This design comes from an exercise in tuning for small area on the open sky130 flow, not from production work.
At most, simulation tests tie the RTL to the original design; equivalence was not proved.
Power and IR drop assume default switching activity.

## alpha
==> flow/design.v <==
`timescale 1ns / 1ps
module iic_driver #
	(
		parameter	CLKIN_MHz = 100,
		parameter 	IIC_KHz = 1000,
		parameter	TIMEOUT_us = 1,
		parameter	RESTART_DELAY_us = 0
	)
	(
	input 				clk_in,
	input 				rst_n,
	input 				sda_in,
	output				sda_out,
	output				sda_en,
	output				scl,
	input				cmd_en,
	input	[7:0]		addr,
	input	[31:0]		cmd,
	input	[2:0]		cmd_len,
	input				wdata_vld,
	input	[7:0]		wdata,
	input	[7:0]		rd_len,
	output	[7:0]	rdata,
	output				rdata_vld,
	output				cmd_done,
	output	reg 		opt_err
    );
localparam	S_IDLE0   = 4'b0000,	 
			S_IDLE1   = 4'b0001,	 
			S_STARTA  = 4'b0010,	 
			S_STARTR  = 4'b0011,	 
			S_W_ADDR  = 4'b0100,
			S_W_CMD   = 4'b0101,
			S_W_WR    = 4'b0110,
			S_W_RADDR = 4'b0111,
			S_A_ADDR  = 4'b1000,
			S_A_CMD   = 4'b1001,
			S_A_WR    = 4'b1010,
			S_A_RADDR = 4'b1011,
			S_DELAY   = 4'b1100,
			S_READ    = 4'b1101,
			S_ASK     = 4'b1110,
			S_STOP    = 4'b1111;
reg [3:0]	st, nst;
reg [6:0]	clk_cnt;	 
reg			cnt_flag;
reg [7:0]	tcnt;		 
reg [7:0]	bc;			 
reg			cmd_en_z;
reg [7:0]	fifo [0:31];
wire rise   = cmd_en & ~cmd_en_z;
wire c24    = (clk_cnt == 7'd24);
wire c99    = (clk_cnt == 7'd99);
wire ge74   = (clk_cnt >= 7'd74);
wire ge50   = (clk_cnt >= 7'd50);
wire lt25   = (clk_cnt < 7'd25);
wire is_idle  = (st[3:1] == 3'b000);
wire is_start = (st[3:1] == 3'b001);
wire is_w     = (st[3:2] == 2'b01);
wire is_a     = (st[3:2] == 2'b10);
localparam [7:0] T_S0 = 8'h97;
wire [7:0] tnext  = {tcnt[6:0], ~(tcnt[7] ^ tcnt[6] ^ tcnt[1] ^ tcnt[0])};
wire last_bit = ~tcnt[2] & tcnt[1];
wire t32      = tcnt[6] & tcnt[2] & tcnt[0];
wire tmo      = (tcnt[7] & ~tcnt[6] & tcnt[5] & ~tcnt[3] & ~tcnt[2] & tcnt[1]) | opt_err;
wire sec      = t32 | st[0];	 
wire post     = lt25 & sec;		 
wire last_cmd = (bc[7:6] == cmd_len[1:0]);
wire last_wr  = bc[5];
wire last_rd  = &bc;	 
wire align    = (st == S_STARTA) & clk_cnt[6] & ~t32;
wire consume  = (st == S_W_WR) & c24 & last_bit;
wire rd_shift = (st == S_READ) & c99;
wire shift    = wdata_vld | align | consume | rd_shift;
always @(*) begin
	nst = st;
	case (st)
	S_IDLE0, S_IDLE1:
		if (rise) nst = S_STARTA;
	S_STARTA, S_STARTR:
		if (c24 & sec) nst = {2'b01, st[0], st[0]};
	S_W_ADDR, S_W_CMD, S_W_WR, S_W_RADDR:
		if (c24 & last_bit) nst = {2'b10, st[1:0]};
	S_A_ADDR:
		if (c24) begin
			if (tmo) nst = S_STOP;
			else if (cmd_len != 3'd0) nst = S_W_CMD;
			else if (addr[0]) nst = S_READ;
			else nst = S_W_WR;
		end
	S_A_CMD:
		if (c24) begin
			if (tmo) nst = S_STOP;
			else if (!last_cmd) nst = S_W_CMD;
			else if (addr[0]) nst = S_DELAY;
			else if (last_wr) nst = S_STOP;
			else nst = S_W_WR;
		end
	S_A_WR:
		if (c24) begin
			if (tmo | last_wr) nst = S_STOP;
			else nst = S_W_WR;
		end
	S_A_RADDR:
		if (c24) nst = tmo ? S_STOP : S_READ;
	S_DELAY:
		if (c24) nst = S_STARTR;
	S_READ:
		if (c24 & last_bit) nst = S_ASK;
	S_ASK:
		if (c24) nst = last_rd ? S_STOP : S_READ;
	S_STOP:
		if (c24) nst = S_IDLE1;
	endcase
end
always @(posedge clk_in or negedge rst_n)
	if (~rst_n) st <= S_IDLE0;
	else st <= nst;
always @(posedge clk_in) begin
	cmd_en_z <= cmd_en;
	if (is_idle | c99) clk_cnt <= 7'd0;
	else if (cnt_flag) clk_cnt <= clk_cnt + 7'd1;
	cnt_flag <= ~((is_a & ge74 & ~tmo & sda_in) | ((nst == S_DELAY) & (st != S_DELAY)));
	if (st[3] & (st != S_READ)) tcnt <= c24 ? T_S0 : tnext;
	else if (is_idle) tcnt <= wdata_vld ? tnext : T_S0;
	else if (is_start) begin
		if (c24 & sec) tcnt <= T_S0;
		else if (wdata_vld | align) tcnt <= tnext;
	end
	else if (c24) tcnt <= tnext;
	if (is_idle) bc <= 8'd0;
	else if (align | consume | (((st == S_W_CMD) | (st == S_READ)) & c24 & last_bit))
		bc <= bc + ((st == S_W_CMD) ? 8'd64 : 8'd1);
	else if ((st == S_A_RADDR) | ((st == S_A_ADDR) & addr[0] & (cmd_len == 3'd0)))
		bc <= ~rd_len;
end
integer i;
always @(posedge clk_in)
	if (shift) begin
		fifo[0] <= st[3] ? {fifo[0][6:0], sda_in} : wdata;
		for (i = 1; i < 32; i = i + 1)
			fifo[i] <= fifo[i-1];
	end
always @(posedge clk_in or negedge rst_n)
	if (~rst_n) opt_err <= 1'b0;
	else if (rise) opt_err <= 1'b0;
	else if (is_a & tmo) opt_err <= 1'b1;
reg [2:0] bidx;
always @(*)
	case (tcnt[6:4])
	3'd1: bidx = 3'd7;
	3'd2: bidx = 3'd6;
	3'd5: bidx = 3'd5;
	3'd3: bidx = 3'd4;
	3'd7: bidx = 3'd3;
	3'd6: bidx = 3'd2;
	3'd4: bidx = 3'd1;
	default: bidx = 3'd0;
	endcase
wire cmd_bit  = cmd[{bc[7:6], bidx}];
wire addr_bit = (bidx == 3'd0) ? (st[0] | ((cmd_len == 3'd0) & addr[0])) : addr[bidx];
wire wr_bit   = fifo[31][bidx];
wire txbit    = (st[1:0] == 2'b01) ? cmd_bit : (st[1:0] == 2'b10) ? wr_bit : addr_bit;
reg sda_o;
always @(*) begin
	case (st)
	S_STARTA, S_STARTR: sda_o = ~ge50 & ~post;
	S_W_ADDR, S_W_CMD, S_W_WR, S_W_RADDR: sda_o = txbit;
	S_ASK:  sda_o = last_rd;
	S_STOP: sda_o = lt25;
	default: sda_o = 1'b1;
	endcase
end
assign sda_out = sda_o;
assign sda_en = ~(is_a | (st == S_READ));
assign scl = is_idle | ge50 | (is_start & ~post) | (((st == S_DELAY) | (st == S_STOP)) & lt25);
assign rdata     = fifo[0];
assign rdata_vld = (st == S_ASK) & (clk_cnt == 7'd25);
assign cmd_done  = (st == S_IDLE1);
endmodule
clock: 10.0 ns
lec_check: 0
cap_margin: 20
core_margin: 2
core_utilization: 40
slew_margin: 20
standard.sh (not shown) runs the stock make flow with config.mk's settings and CLKGATE_MAP_FILE= SYNTH_SCRIPT=/design/flow/synth_recipe.tcl, a recipe that flattens the netlist after the stock synthesis.
==> flow/flow/run.sh <==
#!/bin/bash
# The standard layout with these changes:
# - synthesis maps the logic with an area-oriented ABC script (flow/synth.tcl,
#   flow/abc_area.script)
# - ports are buffered with the smallest buffer
# - CTS uses clkbuf_8 leaf buffers for clusters of at most 16 sinks, clkbuf_4
#   above them, and inserts no dummy loads
set -euo pipefail
here=$(pwd)
export FLOW_WORK=$here
export MY_ABC_SCRIPT=$here/flow/abc_area.script
export BUFFER_PORTS_ARGS="-buffer_cell sky130_fd_sc_hd__buf_1"
export CTS_ARGS='-sink_clustering_enable -repair_clock_nets -dont_use_dummy_load -buf_list {sky130_fd_sc_hd__clkbuf_4 sky130_fd_sc_hd__clkbuf_16} -root_buf sky130_fd_sc_hd__clkbuf_4 -tree_buf sky130_fd_sc_hd__clkbuf_4 -sink_clustering_buffer sky130_fd_sc_hd__clkbuf_16 -sink_clustering_size 30 -sink_clustering_max_diameter 100'
sed "s|SYNTH_SCRIPT=[^ ]*|SYNTH_SCRIPT=$here/flow/synth.tcl|" standard.sh > synth_area.sh
bash synth_area.sh synth > synth_make.log 2>&1
bash standard.sh > flow_make.log 2>&1
==> flow/flow/abc_area.script <==
strash
&get -n
&deepsyn -J 50 -T 100
&put
dc2
dch -f
amap
strash
dc2
dch -f
amap
topo
==> flow/flow/synth.tcl <==
# The standard synthesis (synth_recipe.tcl), with one change: the final
# technology mapping uses the area-oriented ABC script in MY_ABC_SCRIPT
# instead of ORFS's speed script. Registers are mapped before ABC runs, so
# they are the same as in the standard synthesis.
proc abc {args} {
  set i [lsearch -exact $args -script]
  if {$i >= 0} { lset args [expr {$i + 1}] $::env(MY_ABC_SCRIPT) }
  yosys abc {*}$args
}
source $::env(FLOW_WORK)/synth_recipe.tcl
Both conditions hold for alpha: the flow ran to the end and the final layout passed the timing, DRC and antenna checks.
[inputs] beta vs alpha
==> flow/flow/run.sh <==
#!/bin/bash
# The standard layout with these changes:
# - synthesis maps the logic with an area-oriented ABC script (flow/synth.tcl,
#   flow/abc_area.script) and leaves adders to ABC (no ADDER_MAP_FILE)
# - ports are buffered with the smallest buffer
# - CTS uses clkbuf_8 leaf buffers for clusters of at most 16 sinks, clkbuf_4
#   above them, and inserts no dummy loads
set -euo pipefail
here=$(pwd)
export FLOW_WORK=$here
export MY_ABC_SCRIPT=$here/flow/abc_area.script
export BUFFER_PORTS_ARGS="-buffer_cell sky130_fd_sc_hd__buf_1"
export CTS_ARGS='-sink_clustering_enable -repair_clock_nets -dont_use_dummy_load -buf_list {sky130_fd_sc_hd__clkbuf_4 sky130_fd_sc_hd__clkbuf_8} -root_buf sky130_fd_sc_hd__clkbuf_4 -tree_buf sky130_fd_sc_hd__clkbuf_4 -sink_clustering_buffer sky130_fd_sc_hd__clkbuf_8 -sink_clustering_size 16 -sink_clustering_max_diameter 80'
sed "s|SYNTH_SCRIPT=[^ ]*|SYNTH_SCRIPT=$here/flow/synth.tcl|" standard.sh > synth_area.sh
ADDER_MAP_FILE= bash synth_area.sh synth > synth_make.log 2>&1
bash standard.sh > flow_make.log 2>&1
Notes after the runs:
- On share of the synthesized netlist area taken by xor and xnor gates, alpha and beta are basically level.
- Taking alpha as the reference point, the number of inverters outside the clock class in the layout of beta rises by 2.
- Largest stage delay on the critical path: higher on beta
- The flow did not stop early for beta: all stages ran, and the layout cleared the timing, DRC and antenna checks.
- Re relative contribution of combinational cells to total power: alpha and beta aren't equal, and the higher value belongs to beta.
- Clock buffer count from CTS ended up 8 higher on beta than on alpha.
- The final reports for beta and alpha show adder-cell share of the synthesized area lower in the former.
- Simple logic cell fraction of the synthesized area in beta is 0.72 points below alpha.
- beta vs. alpha: floorplan die area now smaller; die width now smaller; final design area excluding fillers now smaller.
- alpha vs beta, highest-delay cell along the critical path: nor4_1 vs or3_1
- | worst ir drop on vdd | beta vs alpha | better |
[inputs] gamma vs beta
--- a/flow/flow/run.sh
+++ b/flow/flow/run.sh
@@ -2,5 +2,5 @@
 # The standard layout with these changes:
 # - synthesis maps the logic with an area-oriented ABC script (flow/synth.tcl,
-#   flow/abc_area.script) and leaves adders to ABC (no ADDER_MAP_FILE)
+#   flow/abc_area.script)
 # - ports are buffered with the smallest buffer
 # - CTS uses clkbuf_8 leaf buffers for clusters of at most 16 sinks, clkbuf_4
@@ -13,4 +13,4 @@
 export CTS_ARGS='-sink_clustering_enable -repair_clock_nets -dont_use_dummy_load -buf_list {sky130_fd_sc_hd__clkbuf_4 sky130_fd_sc_hd__clkbuf_8} -root_buf sky130_fd_sc_hd__clkbuf_4 -tree_buf sky130_fd_sc_hd__clkbuf_4 -sink_clustering_buffer sky130_fd_sc_hd__clkbuf_8 -sink_clustering_size 16 -sink_clustering_max_diameter 80'
 sed "s|SYNTH_SCRIPT=[^ ]*|SYNTH_SCRIPT=$here/flow/synth.tcl|" standard.sh > synth_area.sh
-ADDER_MAP_FILE= bash synth_area.sh synth > synth_make.log 2>&1
+bash synth_area.sh synth > synth_make.log 2>&1
 bash standard.sh > flow_make.log 2>&1
Notes after the runs:
- On number of flops mapped to enable cells by yosys, beta and gamma are neck and neck.
- Diff gamma..beta | global-route track usage on met3 | negligible
- Between gamma and beta, the routed wire length per instance figures differ only marginally.
- The final reports for gamma and beta show post-placement setup slack higher in the former.
- Looking at time the worst path needs with I/O delays and setup, gamma sits 0.079 ns lower than beta does.


Another version of the RTL of iic_driver (not shown whole).
Size in the first run: about 600 cells after synthesis, about 290 flip-flops, about 78 I/O pins.
export LEC_CHECK = 0
export CAP_MARGIN = 20
export CORE_MARGIN = 2
export CORE_UTILIZATION = 40
export SLEW_MARGIN = 20
create_clock -name core_clock -period 10.0 [get_ports {clk_in}]
==> flow/flow/run.sh <==
#!/bin/bash
set -euo pipefail
export BUFFER_PORTS_ARGS="-buffer_cell sky130_fd_sc_hd__buf_1"
export CTS_ARGS="-sink_clustering_enable -repair_clock_nets -dont_use_dummy_load -buf_list sky130_fd_sc_hd__clkbuf_8 -sink_clustering_size 16 -sink_clustering_max_diameter 80"
bash standard.sh > flow_make.log 2>&1
The first run completed without violations.
Then changed:
==> flow/run.sh (new file) <==
#!/bin/bash
# synth_recipe.tcl (not shown) runs the flow's synth.tcl, then flattens the netlist and writes it again
# the make line also repeats each setting of config.mk as NAME=value (left out here)
make -C /OpenROAD-flow-scripts/flow DESIGN_CONFIG=/design/flow/config.mk WORK_HOME=/design/flow/orfs CLKGATE_MAP_FILE= SYNTH_SCRIPT=/design/flow/synth_recipe.tcl finish
CTS_BUF_LIST = sky130_fd_sc_hd__clkbuf_8   (was default)
removed: flow/flow/run.sh
removed: flow/standard.sh
The changed run passed the timing, DRC and antenna checks.
Routed wire length went up by 7.4%.
Total power went up by 18%.
Non-clock buffer count does not change.
Via count went up by 3.5%.
Then changed:
==> flow/flow/run.sh (new file) <==
#!/bin/bash
set -euo pipefail
export BUFFER_PORTS_ARGS="-buffer_cell sky130_fd_sc_hd__buf_1"
export CTS_ARGS="-sink_clustering_enable -repair_clock_nets -dont_use_dummy_load"
bash standard.sh > flow_make.log 2>&1
==> flow/standard.sh (new file) <==
#!/bin/bash
# synth_recipe.tcl (not shown) runs the flow's synth.tcl, then flattens the netlist and writes it again
# the make line also repeats each setting of config.mk as NAME=value (left out here)
make -C /OpenROAD-flow-scripts/flow DESIGN_CONFIG=/design/flow/config.mk WORK_HOME=/design/flow/orfs CLKGATE_MAP_FILE= SYNTH_SCRIPT=/design/flow/synth_recipe.tcl "${@:-finish}"
CTS_BUF_LIST = default   (was sky130_fd_sc_hd__clkbuf_8)
removed: flow/run.sh
The changed run produced a clean layout.
Core utilization falls by 2.3 points.
Power shrinks by 3.2%.
Worst setup slack improves by 0.80 ns.
No functional check of the RTL was part of any run of this note.


tundra:
Another version of the RTL of iic_driver (not shown whole).
Size: about 540 cells after synthesis, ~290 flip-flops, about 78 I/O pins, about 9700 um2 of cells after synthesis.
clock: 10.0 ns
lec_check: 0
cap_margin: 20
core_margin: 2
core_utilization: 40
slew_margin: 20
==> flow/flow/run.sh <==
#!/bin/bash
# The standard layout with these changes:
# - synthesis maps the logic with an area-oriented ABC script (flow/synth.tcl,
#   flow/abc_area.script) and leaves adders to ABC (no ADDER_MAP_FILE)
# - ports are buffered with the smallest buffer
# - CTS uses clkbuf_8 leaf buffers for clusters of at most 16 sinks, clkbuf_4
#   above them, and inserts no dummy loads
set -euo pipefail
here=$(pwd)
export FLOW_WORK=$here
export MY_ABC_SCRIPT=$here/flow/abc_area.script
export BUFFER_PORTS_ARGS="-buffer_cell sky130_fd_sc_hd__buf_1"
export CTS_ARGS='-sink_clustering_enable -repair_clock_nets -dont_use_dummy_load -buf_list {sky130_fd_sc_hd__clkbuf_4 sky130_fd_sc_hd__clkbuf_8} -root_buf sky130_fd_sc_hd__clkbuf_4 -tree_buf sky130_fd_sc_hd__clkbuf_4 -sink_clustering_buffer sky130_fd_sc_hd__clkbuf_8 -sink_clustering_size 16 -sink_clustering_max_diameter 80'
sed "s|SYNTH_SCRIPT=[^ ]*|SYNTH_SCRIPT=$here/flow/synth.tcl|" standard.sh > synth_area.sh
ADDER_MAP_FILE= bash synth_area.sh synth > synth_make.log 2>&1
bash standard.sh > flow_make.log 2>&1
==> flow/flow/abc_area.script <==
strash
&get -n
&deepsyn -J 200 -T 200
&put
dc2
dch -f
amap
strash
dc2
dch -f
amap
topo
Scripts as last shown in full above: flow/flow/synth.tcl
tundra did not stop at any stage, and its layout met the timing, DRC and antenna checks.
For raven, these inputs were changed with respect to tundra:
==> flow/flow/abc_area.script <==
strash
&get -n
&deepsyn -J 50 -T 100
&put
dc2
dch -f
amap
strash
dc2
dch -f
amap
topo
==> comparison <==
tundra -> raven: final core utilization delta 0, exact match
As far as wire length goes, raven and tundra are indistinguishable; the numbers are identical.
From raven to tundra, global-route usage did not move at all.
As far as number of standard cells in the final layout excluding fillers goes, raven and tundra are indistinguishable; the numbers are identical.
raven -> tundra: post-synthesis to final-layout area growth delta 0, exact match
As far as filler cell count in the final layout goes, tundra and raven are indistinguishable; the numbers are identical.
From raven to tundra, detailed placer's ending HPWL did not move at all.
--- input diff raven..indigo ---
--- a/flow/flow/run.sh
+++ b/flow/flow/run.sh
@@ -2,5 +2,5 @@
 # The standard layout with these changes:
 # - synthesis maps the logic with an area-oriented ABC script (flow/synth.tcl,
-#   flow/abc_area.script) and leaves adders to ABC (no ADDER_MAP_FILE)
+#   flow/abc_area.script)
 # - ports are buffered with the smallest buffer
 # - CTS uses clkbuf_8 leaf buffers for clusters of at most 16 sinks, clkbuf_4
@@ -13,4 +13,4 @@
 export CTS_ARGS='-sink_clustering_enable -repair_clock_nets -dont_use_dummy_load -buf_list {sky130_fd_sc_hd__clkbuf_4 sky130_fd_sc_hd__clkbuf_8} -root_buf sky130_fd_sc_hd__clkbuf_4 -tree_buf sky130_fd_sc_hd__clkbuf_4 -sink_clustering_buffer sky130_fd_sc_hd__clkbuf_8 -sink_clustering_size 16 -sink_clustering_max_diameter 80'
 sed "s|SYNTH_SCRIPT=[^ ]*|SYNTH_SCRIPT=$here/flow/synth.tcl|" standard.sh > synth_area.sh
-ADDER_MAP_FILE= bash synth_area.sh synth > synth_make.log 2>&1
+bash synth_area.sh synth > synth_make.log 2>&1
 bash standard.sh > flow_make.log 2>&1
## What came out
Looking at sequential share of layout area, indigo sits below raven. The synthesis-to-finish area growth was comparable across indigo and raven. Pin count of the biggest net entering global routing: indigo and raven compared, higher one is indigo. Post-layout utilization of the core, indigo and raven: smaller value in raven. Compared to raven, indigo has final RePlAce weighted congestion 7.2% lower. The critical path's slowest cell comes out sky130_fd_sc_hd__or3_1 in one run and sky130_fd_sc_hd__o2111a_1 in the other, namely in raven and indigo respectively. Hold violation count in the final report: indigo vs raven, no meaningful difference.

## separate check: timing with driven ports
The flow's constraints put no driver on any port. The routed layouts listed below were extracted and timed again, unchanged, in two steps.
Step 1: set_driving_cell puts a clkbuf_16 on clk_in and a buf_2 on each other input, an assumption about the parent block.
Step 2 also shifts input and output timing later by t, the mid clock arrival at the registers, as if the neighbouring blocks saw the same clock.
a / b / c = no drivers / after step 1 / after step 2; a / b = the first two.
run	t (ns)	slack for setup (ns)	worst hold slack (ns)	worst register clock-pin slew, ns	worst data-port slew with drivers (ns)
alpha	0.648	4.461 / 4.425 / 4.425	0.352 / 0.352 / 0.352	0.11 / 0.11	0.06
beta	0.656	4.380 / 4.360 / 4.360	0.358 / 0.358 / 0.358	0.10 / 0.10	0.05
gamma	0.652	4.459 / 4.424 / 4.424	0.340 / 0.340 / 0.340	0.10 / 0.10	0.06
the first run of note 2	0.532	4.331 / 4.308 / 4.308	0.396 / 0.396 / 0.396	0.10 / 0.10	0.05
the second run of note 2	0.579	3.607 / 3.577 / 3.577	0.395 / 0.395 / 0.395	0.06 / 0.06	0.05
the third run of note 2	0.557	4.405 / 4.382 / 4.382	0.390 / 0.390 / 0.390	0.06 / 0.06	0.05
tundra	0.663	4.350 / 4.326 / 4.326	0.344 / 0.344 / 0.344	0.10 / 0.10	0.06
raven	0.663	4.350 / 4.326 / 4.326	0.344 / 0.344 / 0.344	0.10 / 0.10	0.06
indigo	0.661	4.372 / 4.335 / 4.335	0.353 / 0.353 / 0.353	0.10 / 0.10	0.05
After both steps every run listed still meets setup and hold. For indigo, which loses most, drivers alone change the setup slack by -0.037 ns; drivers and shift together by -0.037 ns.
